This is an optimization exercise on Yosys and OpenROAD, whose aim is small area and a short achievable clock period, not a production implementation.
Only simulation tests tie the RTL to the original design; equivalence was not proved.
Power figures rest on the tool's default switching activity, not on a simulated workload.

Design SystolicArray4x4, start of the top module:
module SystolicArray4x4 (
    input  wire         Clock,
    input  wire         rst_n,
    input  wire         data_clear,
    input  wire         en_b_shift_bottom,
    input  wire         en_shift_right,
    input  wire         en_shift_bottom,
    input  wire [63:0]  a_left_in_flat,
    input  wire [63:0]  b_top_in_flat,
    input  wire [63:0]  ps_top_in_flat,
    output wire [63:0]  ps_bottom_out_flat
);
make LEC_CHECK=0 CAP_MARGIN=20 CORE_MARGIN=2 CORE_UTILIZATION=40 PLACE_DENSITY=0.6 SETUP_SLACK_MARGIN=2.8 SLEW_MARGIN=20 finish   # period 5.8 ns
run.sh (not shown) runs the stock make flow with config.mk's settings and CLKGATE_MAP_FILE= SYNTH_SCRIPT=/design/flow/synth_recipe.tcl, a recipe that flattens the netlist after the stock synthesis.
Edit:
==> flow/flow/run.sh (new file) <==
#!/bin/bash
# Layout flow: the standard ORFS flow, with plain buffers (instead of
# delay cells) on the ports. Each step's full output goes to its own log here.
set -euo pipefail
bash standard.sh synth > flow_synth.log 2>&1
bash standard.sh 'BUFFER_PORTS_ARGS=-buffer_cell sky130_fd_sc_hd__buf_2' finish > flow_layout.log 2>&1
==> flow/standard.sh (new file) <==
#!/bin/bash
# synth_recipe.tcl (not shown) runs the flow's synth.tcl, then flattens the netlist and writes it again
# the make line also repeats each setting of config.mk as NAME=value (left out here)
make -C /OpenROAD-flow-scripts/flow DESIGN_CONFIG=/design/flow/config.mk WORK_HOME=/design/flow/orfs CLKGATE_MAP_FILE= SYNTH_SCRIPT=/design/flow/synth_recipe.tcl "${@:-finish}"
--- a/flow/config.mk
+++ b/flow/config.mk
@@ -7,0 +8 @@
+export ABC_AREA = 1
removed: flow/run.sh
The changed run passed the timing, DRC and antenna checks; area after synthesis came out higher by about 2.4%; count of clock-buffer cells in the layout climbs by 12; utilization drops by 0.11 points; combinational power came out lower by about 9%; worst setup slack improved by 0.15 ns.

* * *

Another version of the RTL of SystolicArray4x4 (not shown whole).
For scale: roughly 7100 cells after synthesis, about 1200 flip-flops, roughly 76000 um^2 of cells after synthesis.
Settings: LEC_CHECK=0, CAP_MARGIN=20, CORE_MARGIN=2, CORE_UTILIZATION=40, CTS_BUF_LIST=sky130_fd_sc_hd__clkbuf_8, PLACE_DENSITY=0.6, SETUP_SLACK_MARGIN=3.0, SLEW_MARGIN=20; clock period 5.8 ns.
standard.sh (not shown) runs the stock make flow with config.mk's settings and CLKGATE_MAP_FILE= SYNTH_SCRIPT=/design/flow/synth_recipe.tcl, a recipe that flattens the netlist after the stock synthesis.
==> flow/flow/run.sh <==
#!/bin/bash
# Layout flow: the standard ORFS flow, with plain buffers (instead of
# delay cells) on the ports. Each step's full output goes to its own log here.
set -euo pipefail
bash standard.sh synth > flow_synth.log 2>&1
bash standard.sh 'BUFFER_PORTS_ARGS=-buffer_cell sky130_fd_sc_hd__buf_2' finish > flow_layout.log 2>&1
Edit:
CTS_BUF_LIST = not set   (was sky130_fd_sc_hd__clkbuf_8)
SETUP_SLACK_MARGIN = 3.1   (was 3.0)
The changed run passed the timing, DRC and antenna checks.
Sequential share of layout area goes down by 0.87 points.
Global-route usage goes up by 0.15 points.
Critical path depth goes down by 3.
Setup slack improved by 0.034 ns.
Combinational power goes up by about 6%.
Clock-buffer cell count goes down by 74.
Edit:
CAP_MARGIN = 5   (was 20)
SETUP_SLACK_MARGIN = 3.0   (was 3.1)
SLEW_MARGIN = 5   (was 20)
Result:
- worst setup slack is worse by 0.055 ns
- design area came out lower by 2.3%
- synthesized cell count stays the same
Edit:
CAP_MARGIN = 20   (was 5)
SLEW_MARGIN = 20   (was 5)
TNS_END_PERCENT = 20   (was not set)
Power is lower by 0.42%.
Area after synthesis stays the same.
Sequential cell count stays the same.
Worst setup slack loses 0.12 ns.
Cell area fell by 1.5%.
Utilization drops by 0.68 points.

* * *

== oak ==
SystolicArray4x4 with an RTL version that a note above also has.
Size: about 260 I/O pins, about 75000 um^2 of cells after synthesis.
Settings: LEC_CHECK=0, CAP_MARGIN=20, CORE_MARGIN=2, CORE_UTILIZATION=40, PLACE_DENSITY=0.6, SETUP_SLACK_MARGIN=2.4, SLEW_MARGIN=20; clock period 5.8 ns.
run.sh (not shown) runs the stock make flow with config.mk's settings and CLKGATE_MAP_FILE= SYNTH_SCRIPT=/design/flow/synth_recipe.tcl, a recipe that flattens the netlist after the stock synthesis.
Stock flow here: none of the scripts above is used.
Looking at the reports, oak completed the entire flow and the layout it produced met the timing, DRC and antenna checks.
The inputs of pine differ from those of oak as listed below.
==> flow/flow/run.sh (new file) <==
#!/bin/bash
# Layout flow: the standard ORFS flow, with plain buffers (instead of
# delay cells) on the ports. Each step's full output goes to its own log here.
set -euo pipefail
bash standard.sh synth > flow_synth.log 2>&1
bash standard.sh 'BUFFER_PORTS_ARGS=-buffer_cell sky130_fd_sc_hd__buf_2' finish > flow_layout.log 2>&1
==> flow/standard.sh (new file) <==
#!/bin/bash
# synth_recipe.tcl (not shown) runs the flow's synth.tcl, then flattens the netlist and writes it again
# the make line also repeats each setting of config.mk as NAME=value (left out here)
make -C /OpenROAD-flow-scripts/flow DESIGN_CONFIG=/design/flow/config.mk WORK_HOME=/design/flow/orfs CLKGATE_MAP_FILE= SYNTH_SCRIPT=/design/flow/synth_recipe.tcl "${@:-finish}"
--- a/flow/config.mk
+++ b/flow/config.mk
@@ -10,4 +10,4 @@
 export CORE_UTILIZATION = 40
 export PLACE_DENSITY = 0.6
-export SETUP_SLACK_MARGIN = 2.4
+export SETUP_SLACK_MARGIN = 2.8
 export SLEW_MARGIN = 20
removed: flow/run.sh
oak was carried through to the last stage, and its layout satisfied the timing, DRC and antenna checks.
pine reached the end of the flow, and the finished layout is clean on the timing, DRC and antenna checks.
Core utilization (lower): oak
Launch point of the worst path = ROW_BLOCK[2].COL_BLOCK[3].u_pe.dq[1]: pine; launch point of the worst path = ROW_BLOCK[2].COL_BLOCK[1].u_pe.a_reg[3]: oak
As far as floorplan die area goes, pine and oak are indistinguishable; the numbers are identical.
Per the comparison of pine with oak, total wirelength of the detailed-routed design picked up an extra about 4.3%; final routed wire length divided by cell count climbed 2.3%.
Delta (pine minus oak): proportion of power drawn by the clock network shrank by 0.7 points; final cell count grew by 2.0%; worst-case register-to-register setup slack grew by 0.16 ns; via count grew by about 2.8%; initial antenna violation count shrank by 1.
The following lists how birch was set up differently from pine:
==> flow/run.sh (new file) <==
#!/bin/bash
# synth_recipe.tcl (not shown) runs the flow's synth.tcl, then flattens the netlist and writes it again
# the make line also repeats each setting of config.mk as NAME=value (left out here)
make -C /OpenROAD-flow-scripts/flow DESIGN_CONFIG=/design/flow/config.mk WORK_HOME=/design/flow/orfs CLKGATE_MAP_FILE= SYNTH_SCRIPT=/design/flow/synth_recipe.tcl finish
--- a/flow/config.mk
+++ b/flow/config.mk
@@ -10,4 +10,4 @@
 export CORE_UTILIZATION = 40
 export PLACE_DENSITY = 0.6
-export SETUP_SLACK_MARGIN = 2.8
+export SETUP_SLACK_MARGIN = 3.2
 export SLEW_MARGIN = 20
removed: flow/flow/run.sh
removed: flow/standard.sh
==> summary.txt <==
- birch finished every step from synthesis to the final layout, and the layout passed the timing, DRC and antenna checks.
- Post-placement cell area in birch vs pine: up 3.2%
- Relative to pine, sequential group share of total power decreased by 0.7 points in birch.
- When birch is set beside pine, its ratio of final minimum period to clock period turns out to be 1.4 points larger.
- The core of birch is more densely filled than that of pine.
- birch consumes more power than pine does.
- birch reports a higher number of antenna violations at the first check in global routing than pine does.
- birch: register-to-register slack 0.08 ns below pine
- Route | birch vs pine | wire longer in birch
- Lower final worst clock skew was reported by pine, not birch.

* * *

SystolicArray4x4 with an RTL version that a note above also has.
For scale: ~1200 flip-flops, roughly 260 I/O pins.
==> flow/design.v (excerpt) <==
module SystolicArray4x4 (
    input  wire         Clock,
    input  wire         rst_n,
    input  wire         data_clear,
    input  wire         en_b_shift_bottom,
    input  wire         en_shift_right,
    input  wire         en_shift_bottom,
    input  wire [63:0]  a_left_in_flat,
    input  wire [63:0]  b_top_in_flat,
    input  wire [63:0]  ps_top_in_flat,
    output wire [63:0]  ps_bottom_out_flat
);
Settings: LEC_CHECK=0, CAP_MARGIN=20, CORE_MARGIN=2, CORE_UTILIZATION=40, PLACE_DENSITY=0.7, SETUP_SLACK_MARGIN=3.0, SLEW_MARGIN=20; clock period 5.8 ns.
standard.sh (not shown) runs the stock make flow with config.mk's settings and CLKGATE_MAP_FILE= SYNTH_SCRIPT=/design/flow/synth_recipe.tcl, a recipe that flattens the netlist after the stock synthesis.
==> flow/flow/run.sh <==
#!/bin/bash
# Layout flow: the standard ORFS flow, with plain buffers (instead of
# delay cells) on the ports. Each step's full output goes to its own log here.
set -euo pipefail
bash standard.sh synth > flow_synth.log 2>&1
bash standard.sh 'BUFFER_PORTS_ARGS=-buffer_cell sky130_fd_sc_hd__buf_2' finish > flow_layout.log 2>&1
==> next run, changes <==
PLACE_DENSITY = 0.6   (was 0.7)
The new run passed the timing, DRC and antenna checks.
Final area rose by 0.73%.
Core utilization climbs by 0.33 points.
Non-clock buffer count shrinks by 10.
First-iteration DRC count fell by 7.3%.
Combinational power is about the same.
Cell count barely changes.
Die area stays the same.
Setup slack is better by 40 ps.
Clock skew goes up by 8.8 ps.
Via count falls by 1.8%.
Count of clock-buffer cells in the layout is higher by 27.
==> next run, changes <==
PLACE_DENSITY = 0.5   (was 0.6)
Result: Count of clock-buffer cells in the layout drops by 10; setup slack gains 27 ps; global-route usage climbs by 1.2 points; total power climbs by a few percent.
==> next run, changes <==
CTS_CLUSTER_DIAMETER = 60   (was not set)
CTS_CLUSTER_SIZE = 25   (was not set)
PLACE_DENSITY = 0.6   (was 0.5)
After rerunning:
- total power fell by 4.4%
- sequential power shrinks by about 0.4%
- non-clock buffer count decreases by 12
- setup slack gets worse by 87 ps
- clock skew hardly moves
- sequential share of layout area is higher by 0.21 points
- clock-buffer cell count goes down by 69
- flip-flop and latch count stays the same
- first-iteration DRC count rises by 13%

* * *

v33:
Another version of the RTL of SystolicArray4x4 (not shown whole).
For scale: ~9100 cells after synthesis, ~1200 flip-flops, ~260 I/O pins.
// SystolicArray4x4
module SystolicArray4x4 (
    input  wire         Clock,
    input  wire         rst_n,
    input  wire         data_clear,
    input  wire         en_b_shift_bottom,
    input  wire         en_shift_right,
    input  wire         en_shift_bottom,
    input  wire [63:0]  a_left_in_flat,
    input  wire [63:0]  b_top_in_flat,
    input  wire [63:0]  ps_top_in_flat,
    output wire [63:0]  ps_bottom_out_flat
);
    reg [3:0] nz_a;
    reg [3:0] nz_b;
    reg [3:0] step;
    reg       busy;
    wire [3:0] nz_a_next = data_clear ? 4'b0000 :
                           en_shift_right ? {nz_a[2:0], 1'b1} : nz_a;
    wire [3:0] nz_b_next = en_b_shift_bottom ? {nz_b[2:0], 1'b1} : nz_b;
    always @(posedge Clock or negedge rst_n) begin
        if (!rst_n) begin
            nz_a <= 4'b0000;
            nz_b <= 4'b0000;
        end else begin
            nz_a <= nz_a_next;
            nz_b <= nz_b_next;
        end
    end
    wire load = en_shift_right | en_b_shift_bottom;
    always @(posedge Clock or negedge rst_n) begin
  ...
export LEC_CHECK = 0
export ABC_AREA = 1
export CAP_MARGIN = 20
export CORE_MARGIN = 2
export CORE_UTILIZATION = 40
export PLACE_DENSITY = 0.6
export SETUP_SLACK_MARGIN = 3.0
export SLEW_MARGIN = 20
create_clock -name core_clock -period 5.8 [get_ports {Clock}]
Scripts as last shown in full above: flow/flow/run.sh
Changes in v58 relative to v33:
--- a/flow/config.mk
+++ b/flow/config.mk
@@ -7,7 +7,6 @@
 export LEC_CHECK = 0
-export ABC_AREA = 1
 export CAP_MARGIN = 20
 export CORE_MARGIN = 2
-export CORE_UTILIZATION = 40
-export PLACE_DENSITY = 0.6
+export CORE_UTILIZATION = 55
+export PLACE_DENSITY = 0.7
 export SETUP_SLACK_MARGIN = 3.0
Routing usage on met2: v58 > v33
Instance count after placement with tap cells included ended up 2799 lower on v58 than on v33.
v33 → v58: die footprint fell by 29%, worst-case setup margin in the final layout now sits higher.
#### Input delta (v2 over v58)
--- a/flow/config.mk
+++ b/flow/config.mk
@@ -9,5 +9,5 @@
 export CORE_MARGIN = 2
-export CORE_UTILIZATION = 55
-export PLACE_DENSITY = 0.7
-export SETUP_SLACK_MARGIN = 3.0
+export CORE_UTILIZATION = 40
+export PLACE_DENSITY = 0.6
+export SETUP_SLACK_MARGIN = 3.3
 export SLEW_MARGIN = 20
## What came out
v2 has detailed-router iteration count before antenna repair above what v58 had.
Going from v58 to v2, required time of the worst setup path grows by 0.06 ns.
v2 finished all stages; the layout is clean.
The higher fraction of cell area in non-clock buffers came out of v2.
Global-route usage over all layers came out lower on v2 than on v58.
In the tables for v58 and v2, minimum hold slack reads lower with v2.
Summary — part of the cycle the worst path needs, v2 relative to v58: lower, by 2.2 points.
v2 against v58; final cell count without fillers is up by more than 10%.
On combinational power share: between v58 and v2, it ends up higher for v2.
The higher count of cells along the worst register-to-register path came out of v58.
[inputs] v17 vs v2
--- a/flow/config.mk
+++ b/flow/config.mk
@@ -11,3 +11,3 @@
 export PLACE_DENSITY = 0.6
-export SETUP_SLACK_MARGIN = 3.3
+export SETUP_SLACK_MARGIN = 2.8
 export SLEW_MARGIN = 20
### Flow results
- Between v17 and v2, it is v17 whose final critical-path share of the clock period is higher, by 3.8 points.
- Compare v17 and v2 | setup slack after placement lower: v17
- v17 gives less worst hold slack than v2 did.
- Number of antenna violations at the first check in global routing: v17 lower than v2
- Worst-case headroom to the max-slew limit: v17 better than v2
- The filler cell count of v17 exceeds that of v2 by 949.

[static timing again, ports no longer ideal]
Ports are ideal in the flow. The routed layouts listed here were re-timed in OpenROAD. Step 1 assumes that a clkbuf_16 drives the clock port and a buf_2 every other input. Step 2 adds t to the input delays and takes it off the output delays; t is the mean of the earliest and latest rising clock arrival at the registers after step 1. Input paths then give back, and output paths get back, about the clock's delay inside the block. Slacks: ideal ports / drivers / drivers and shift; pairs: ideal ports / drivers.
run | t (ns) | setup slack, ns | worst slew at a driven data input, ns
the first run of note 1 | 0.875 | 2.582 / 2.582 / 1.923 | 0.09
the second run of note 1 | 0.885 | 2.736 / 2.736 / 2.047 | 0.09
the first run of note 2 | 1.024 | 3.027 / 3.014 / 2.033 | 0.20
the second run of note 2 | 0.879 | 3.061 / 3.061 / 2.379 | 0.20
the third run of note 2 | 0.862 | 3.007 / 3.007 / 2.337 | 0.23
the fourth run of note 2 | 0.867 | 2.883 / 2.885 / 2.045 | 0.18
oak | 0.871 | 2.361 / 2.361 / 1.837 | 0.11
pine | 0.875 | 2.522 / 2.522 / 2.027 | 0.10
birch | 0.867 | 2.443 / 2.443 / 1.878 | 0.07
the first run of note 4 | 0.859 | 2.967 / 2.967 / 2.177 | 0.22
the second run of note 4 | 0.862 | 3.007 / 3.007 / 2.337 | 0.23
the third run of note 4 | 0.885 | 3.034 / 3.034 / 2.393 | 0.10
the fourth run of note 4 | 0.867 | 2.947 / 2.947 / 2.336 | 0.23
v33 | 0.878 | 2.846 / 2.846 / 1.993 | 0.13
v58 | 0.862 | 2.934 / 2.935 / 2.230 | 0.06
v2 | 0.889 | 3.063 / 3.063 / 2.460 | 0.13
v17 | 0.877 | 2.841 / 2.851 / 1.996 | 0.11
After both steps every run listed still meets setup and hold. For the first run of note 2, which loses most, drivers alone change the setup slack by -0.013 ns; drivers and shift together by -0.994 ns.
